Background: an optimization exercise with open tools, aiming at small area and a short achievable clock period. Do not read the settings as production practice. At most, simulation tests tie the RTL to the original design; equivalence was not proved. No driver is modelled on the clock port, so clocking that relies on it looks cheaper here than on a real chip. Power figures rest on the tool's default switching activity, not on a simulated workload.

==> flow/design.v (excerpt) <==
module Parameterized_ALU#(parameter N = 16)(
    input clk,
    input [N-1:0] A,
    input [N-1:0] B,
    input [3:0] ALU_Func,
    output reg [N-1:0] ALU_out,
    output reg Carry,
    output  Arith,
    output  Shift,
    output  CMP,
    output  Logic
    );
For scale: ~2000 cells after synthesis, ~58 I/O pins, roughly 12000 um^2 of cells after synthesis.
make LEC_CHECK=0 ABC_AREA=1 CAP_MARGIN=20 CORE_MARGIN=2 CORE_UTILIZATION=40 SLEW_MARGIN=20 finish   # period 35.0 ns
run.sh (not shown) runs the stock make flow with config.mk's settings and CLKGATE_MAP_FILE= SYNTH_SCRIPT=/design/flow/synth_recipe.tcl, a recipe that flattens the netlist after the stock synthesis.
Next try:
--- a/flow/config.mk
+++ b/flow/config.mk
@@ -10,3 +10,4 @@
 export CORE_MARGIN = 2
-export CORE_UTILIZATION = 40
+export CORE_UTILIZATION = 65
+export PLACE_DENSITY = 0.8
 export SLEW_MARGIN = 20
The changed run finished with timing, DRC and antenna clean.
Clock power decreases by a few percent.
Maximum frequency drops slightly.
Sequential share of layout area stays flat.
Hold slack is worse by 0.28 ns.
Cell count shrinks by a little under a tenth.
Power came out higher slightly.
Synthesized cell count is unchanged.
Flip-flop and latch count does not change.
Design area drops slightly.
Function was not checked in any run of this note: the RTL went through the layout flow alone.

========
Another version of the RTL of Parameterized_ALU (not shown whole).
For scale: about 1800 cells after synthesis, ~17 flip-flops, about 58 I/O pins, roughly 10000 sq um of cells after synthesis.
## Parameterized_ALU
module Parameterized_ALU#(parameter N = 16)(
    input clk,
    input [N-1:0] A,
    input [N-1:0] B,
    input [3:0] ALU_Func,
    output reg [N-1:0] ALU_out,
    output reg Carry,
    output  Arith,
    output  Shift,
    output  CMP,
    output  Logic
    );
==> flow/config.mk <==
export PLATFORM = sky130hd
export DESIGN_NAME = Parameterized_ALU
export DESIGN_NICKNAME = Parameterized_ALU
export VERILOG_FILES = /design/flow/design.v
export SDC_FILE = /design/flow/constraint.sdc
export NUM_CORES = 4
export LEC_CHECK = 0
export ABC_AREA = 1
export CAP_MARGIN = 20
export CORE_MARGIN = 2
export CORE_UTILIZATION = 60
export PLACE_DENSITY = 0.75
export SLEW_MARGIN = 20
==> flow/constraint.sdc <==
create_clock -name core_clock -period 35.0 [get_ports {clk}]
set_input_delay 7.0000 -clock core_clock [delete_from_list [all_inputs] [get_ports {clk}]]
set_output_delay 7.0000 -clock core_clock [all_outputs]
set_load 0.01 [all_outputs]
standard.sh (not shown) runs the stock make flow with config.mk's settings and CLKGATE_MAP_FILE= SYNTH_SCRIPT=/design/flow/synth_recipe.tcl, a recipe that flattens the netlist after the stock synthesis.
==> flow/flow/run.sh <==
#!/bin/bash
# The standard layout, with the port buffers made of sky130_fd_sc_hd__buf_2 cells
# (the standard flow picks clkdlybuf4s50_1; every port still gets its buffer), and one more
# timing repair after clock tree synthesis (flow/resize_cts.tcl).
set -euo pipefail
export BUFFER_PORTS_ARGS="-buffer_cell sky130_fd_sc_hd__buf_2"
bash standard.sh cts > standard_cts.log 2>&1
openroad -no_init -exit flow/resize_cts.tcl > resize_cts.log 2>&1
touch orfs/results/sky130hd/Parameterized_ALU/base/4_cts.sdc
bash standard.sh > standard.log 2>&1
==> flow/flow/resize_cts.tcl <==
# After clock tree synthesis: size up and buffer the slowest paths a little further than
# the standard flow's flow does (about 1 ns more setup slack at the design's clock period), then
# legalise the placement again. Registers keep their cell types (sizing only).
set results orfs/results/sky130hd/Parameterized_ALU/base
read_liberty $::env(FLOW_HOME)/platforms/sky130hd/lib/sky130_fd_sc_hd__tt_025C_1v80.lib
read_db $results/4_cts.odb
read_sdc $results/4_cts.sdc
source $::env(FLOW_HOME)/platforms/sky130hd/setRC.tcl
set_dont_use [list sky130_fd_sc_hd__probe_p_8 sky130_fd_sc_hd__probec_p_8 sky130_fd_sc_hd__lpflow_*]
estimate_parasitics -placement
set ws [expr [sta::worst_slack_cmd max] * 1e9]
puts "worst setup slack before: $ws ns"
report_design_area
repair_timing -setup -setup_margin [expr $ws + 1.0] -sequence "unbuffer,sizeup,swap,buffer" -repair_tns 100
detailed_placement
check_placement -verbose
estimate_parasitics -placement
puts "worst setup slack after: [expr [sta::worst_slack_cmd max] * 1e9] ns"
report_design_area
write_db $results/4_cts.odb
Edit:
--- a/flow/flow/resize_cts.tcl
+++ b/flow/flow/resize_cts.tcl
@@ -1,4 +1,4 @@
 # After clock tree synthesis: size up and buffer the slowest paths a little further than
-# the standard flow's flow does (about 1 ns more setup slack at the design's clock period), then
+# the standard flow's flow does (about 1.3 ns more setup slack at the design's clock period), then
 # legalise the placement again. Registers keep their cell types (sizing only).
 set results orfs/results/sky130hd/Parameterized_ALU/base
@@ -12,5 +12,5 @@
 puts "worst setup slack before: $ws ns"
 report_design_area
-repair_timing -setup -setup_margin [expr $ws + 1.0] -sequence "unbuffer,sizeup,swap,buffer" -repair_tns 100
+repair_timing -setup -setup_margin [expr $ws + 1.3] -sequence "unbuffer,sizeup,swap,buffer" -repair_tns 100
 detailed_placement
 check_placement -verbose
Power increases by about 2%.
Worst hold slack loses 0.029 ns.
Core utilization went up by 1.3 points.
Edit:
--- a/flow/flow/resize_cts.tcl
+++ b/flow/flow/resize_cts.tcl
@@ -1,4 +1,4 @@
 # After clock tree synthesis: size up and buffer the slowest paths a little further than
-# the standard flow's flow does (about 1.3 ns more setup slack at the design's clock period), then
+# the standard flow's flow does (about 1 ns more setup slack at the design's clock period), then
 # legalise the placement again. Registers keep their cell types (sizing only).
 set results orfs/results/sky130hd/Parameterized_ALU/base
@@ -12,5 +12,5 @@
 puts "worst setup slack before: $ws ns"
 report_design_area
-repair_timing -setup -setup_margin [expr $ws + 1.3] -sequence "unbuffer,sizeup,swap,buffer" -repair_tns 100
+repair_timing -setup -setup_margin [expr $ws + 1.0] -sequence "unbuffer,sizeup,swap,buffer" -repair_tns 100
 detailed_placement
 check_placement -verbose
- CORE_UTILIZATION: 60 -> 40
- PLACE_DENSITY: 0.75 -> not set
Outcome:
- worst hold slack improved by 0.038 ns
- cell count goes up by 4.9%
- utilization falls by 22 points
- combinational power came out lower by about 2%
- routed wire length goes up by 3.1%
- synthesized cell count does not change
- power fell by 2.4%
- cell area came out lower by 0.91%
- count of clock-buffer cells in the layout stays the same
- first-iteration DRC count came out lower by 10%

========
run a:
Another version of the RTL of Parameterized_ALU (not shown whole).
For scale: ~1900 cells after synthesis, about 17 flip-flops, about 58 I/O pins.
Settings: LEC_CHECK=0, ABC_AREA=1, CAP_MARGIN=20, CORE_MARGIN=2, CORE_UTILIZATION=40, SLEW_MARGIN=20; clock period 35.0 ns.
run.sh (not shown) runs the stock make flow with config.mk's settings and CLKGATE_MAP_FILE= SYNTH_SCRIPT=/design/flow/synth_recipe.tcl, a recipe that flattens the netlist after the stock synthesis.
Stock flow here: none of the scripts above is used.
Edits applied to the flow inputs when going from run a to run b:
-- flow/config.mk --
<<< run a, line 11
export CORE_UTILIZATION = 40
export SLEW_MARGIN = 20
>>> run b, line 11
export CORE_UTILIZATION = 40
export GPL_TIMING_DRIVEN = 0
export SLEW_MARGIN = 20
==> summary.txt <==
- Fraction of layout cells with a size suffix above 1 in run b is 1.2 points above run a.
- Routed metal-1 wire length delta for run b relative to run a: 210 um higher
- From run a to run b the numbers moved as follows: depth of the critical timing path with buffers and inverters included now sits lower; layout overhead on the synthesized area went up.

========
== run A ==
Another version of the RTL of Parameterized_ALU (not shown whole).
For scale: ~1800 cells after synthesis, roughly 58 I/O pins, ~10000 um2 of cells after synthesis.
clock: 35.0 ns
lec_check: 0
abc_area: 1
cap_margin: 20
core_margin: 2
core_utilization: 40
slew_margin: 20
Run A reached the final stage; the timing, design-rule and antenna checks on its layout passed.
> inputs changed (run A -> run B)
==> flow/flow/run.sh (new file) <==
#!/bin/bash
# The standard layout, with the port buffers made of sky130_fd_sc_hd__buf_1 cells
# (the standard flow picks clkdlybuf4s50_1). Every port still gets its buffer.
set -euo pipefail
export BUFFER_PORTS_ARGS="-buffer_cell sky130_fd_sc_hd__buf_1"
bash standard.sh > standard.log 2>&1
==> flow/standard.sh (new file) <==
#!/bin/bash
# synth_recipe.tcl (not shown) runs the flow's synth.tcl, then flattens the netlist and writes it again
# the make line also repeats each setting of config.mk as NAME=value (left out here)
make -C /OpenROAD-flow-scripts/flow DESIGN_CONFIG=/design/flow/config.mk WORK_HOME=/design/flow/orfs CLKGATE_MAP_FILE= SYNTH_SCRIPT=/design/flow/synth_recipe.tcl "${@:-finish}"
removed: flow/run.sh
[summary]
Clock share of power (higher): run B. On via density per instance, run A and run B are neck and neck. Between run B and run A, the number of sequential cells in the layout figures differ only marginally. Run B: full flow OK, the timing, design-rule and antenna checks passed. Highest-delay cell along the critical path = nand2_2: run A; highest-delay cell along the critical path = clkbuf_2: run B. Run B reports its capture point of the worst path as ALU_out[14] while run A reports ALU_out[10].
Changes in run C relative to run B:
==> flow/flow/run.sh <==
#!/bin/bash
# The standard layout, with the port buffers made of sky130_fd_sc_hd__buf_2 cells
# (the standard flow picks clkdlybuf4s50_1; every port still gets its buffer), and one more
# timing repair after clock tree synthesis (flow/resize_cts.tcl).
set -euo pipefail
export BUFFER_PORTS_ARGS="-buffer_cell sky130_fd_sc_hd__buf_2"
bash standard.sh cts > standard_cts.log 2>&1
openroad -no_init -exit flow/resize_cts.tcl > resize_cts.log 2>&1
touch orfs/results/sky130hd/Parameterized_ALU/base/4_cts.sdc
bash standard.sh > standard.log 2>&1
==> flow/flow/resize_cts.tcl (new file) <==
# After clock tree synthesis: size up and buffer the slowest paths a little further than
# the standard flow's flow does (about 1.6 ns more setup slack at the design's clock period), then
# legalise the placement again. Registers keep their cell types (sizing only).
set results orfs/results/sky130hd/Parameterized_ALU/base
read_liberty $::env(FLOW_HOME)/platforms/sky130hd/lib/sky130_fd_sc_hd__tt_025C_1v80.lib
read_db $results/4_cts.odb
read_sdc $results/4_cts.sdc
source $::env(FLOW_HOME)/platforms/sky130hd/setRC.tcl
set_dont_use [list sky130_fd_sc_hd__probe_p_8 sky130_fd_sc_hd__probec_p_8 sky130_fd_sc_hd__lpflow_*]
estimate_parasitics -placement
set ws [expr [sta::worst_slack_cmd max] * 1e9]
puts "worst setup slack before: $ws ns"
report_design_area
repair_timing -setup -setup_margin [expr $ws + 1.6] -sequence "unbuffer,sizeup,swap,buffer" -repair_tns 100
detailed_placement
check_placement -verbose
estimate_parasitics -placement
puts "worst setup slack after: [expr [sta::worst_slack_cmd max] * 1e9] ns"
report_design_area
write_db $results/4_cts.odb
Re clock share of power: run B was higher than run C. Changes observed in run C relative to run B: first-pass iteration count of the detailed router decreased 1, fraction of area in clock buffers and inverters has remained practically unchanged, sum of internal, switching and leakage power went up by 0.029 mW, power density of the placed cells moved up, net switching share of the total power lost 0.31 points. On run C: clock period minus final worst setup slack is 1.77 ns lower than what run B gave. Of the two values seen for cell at the slowest stage of the critical path, clkbuf_2 was produced by run B and buf_8 by run C. Diff run B -> run C | post-route cell area | increase of about 5%. Higher global routing usage on met2 was reported by run C, not run B. Total detailed-routing wirelength in run C is about 1.7% above run B.

[re-timing with driven ports]
The results above use ideal ports. As a check the final layouts listed here were re-extracted and re-timed, cells and wires unchanged.
Step 1, drivers: a clkbuf_16 drives clk and a buf_2 each remaining input, both assumed.
Step 2 adds t to the input delays and takes it off the output delays; t is the mean of the earliest and latest rising clock arrival at the registers after step 1. Input paths then give back, and output paths get back, about the clock's delay inside the block.
a / b / c = ideal ports / drivers / drivers and shift; a / b = the first two.
run | shift t [ns] | setup WS [ns] | worst data-port slew with drivers (ns)
the first run of note 1 | 0.315 | 10.254 / 10.273 / 9.958 | 0.04
the second run of note 1 | 0.304 | 10.058 / 10.076 / 9.771 | 0.04
the first run of note 2 | 0.287 | 11.054 / 11.062 / 10.775 | 0.05
the second run of note 2 | 0.288 | 11.326 / 11.335 / 11.046 | 0.05
the third run of note 2 | 0.283 | 10.764 / 10.765 / 10.481 | 0.06
run a of note 3 | 0.301 | 7.012 / 7.025 / 6.724 | 0.04
run b of note 3 | 0.290 | 7.345 / 7.348 / 7.058 | 0.04
run A of note 4 | 0.300 | 9.313 / 9.319 / 9.019 | 0.04
run B of note 4 | 0.308 | 9.680 / 9.701 / 9.393 | 0.04
run C of note 4 | 0.304 | 11.450 / 11.462 / 11.158 | 0.05
After both steps every run listed still meets setup and hold. The setup slack of the first run of note 1, which loses most, moves by +0.019 ns with the drivers and by -0.296 ns with both steps.
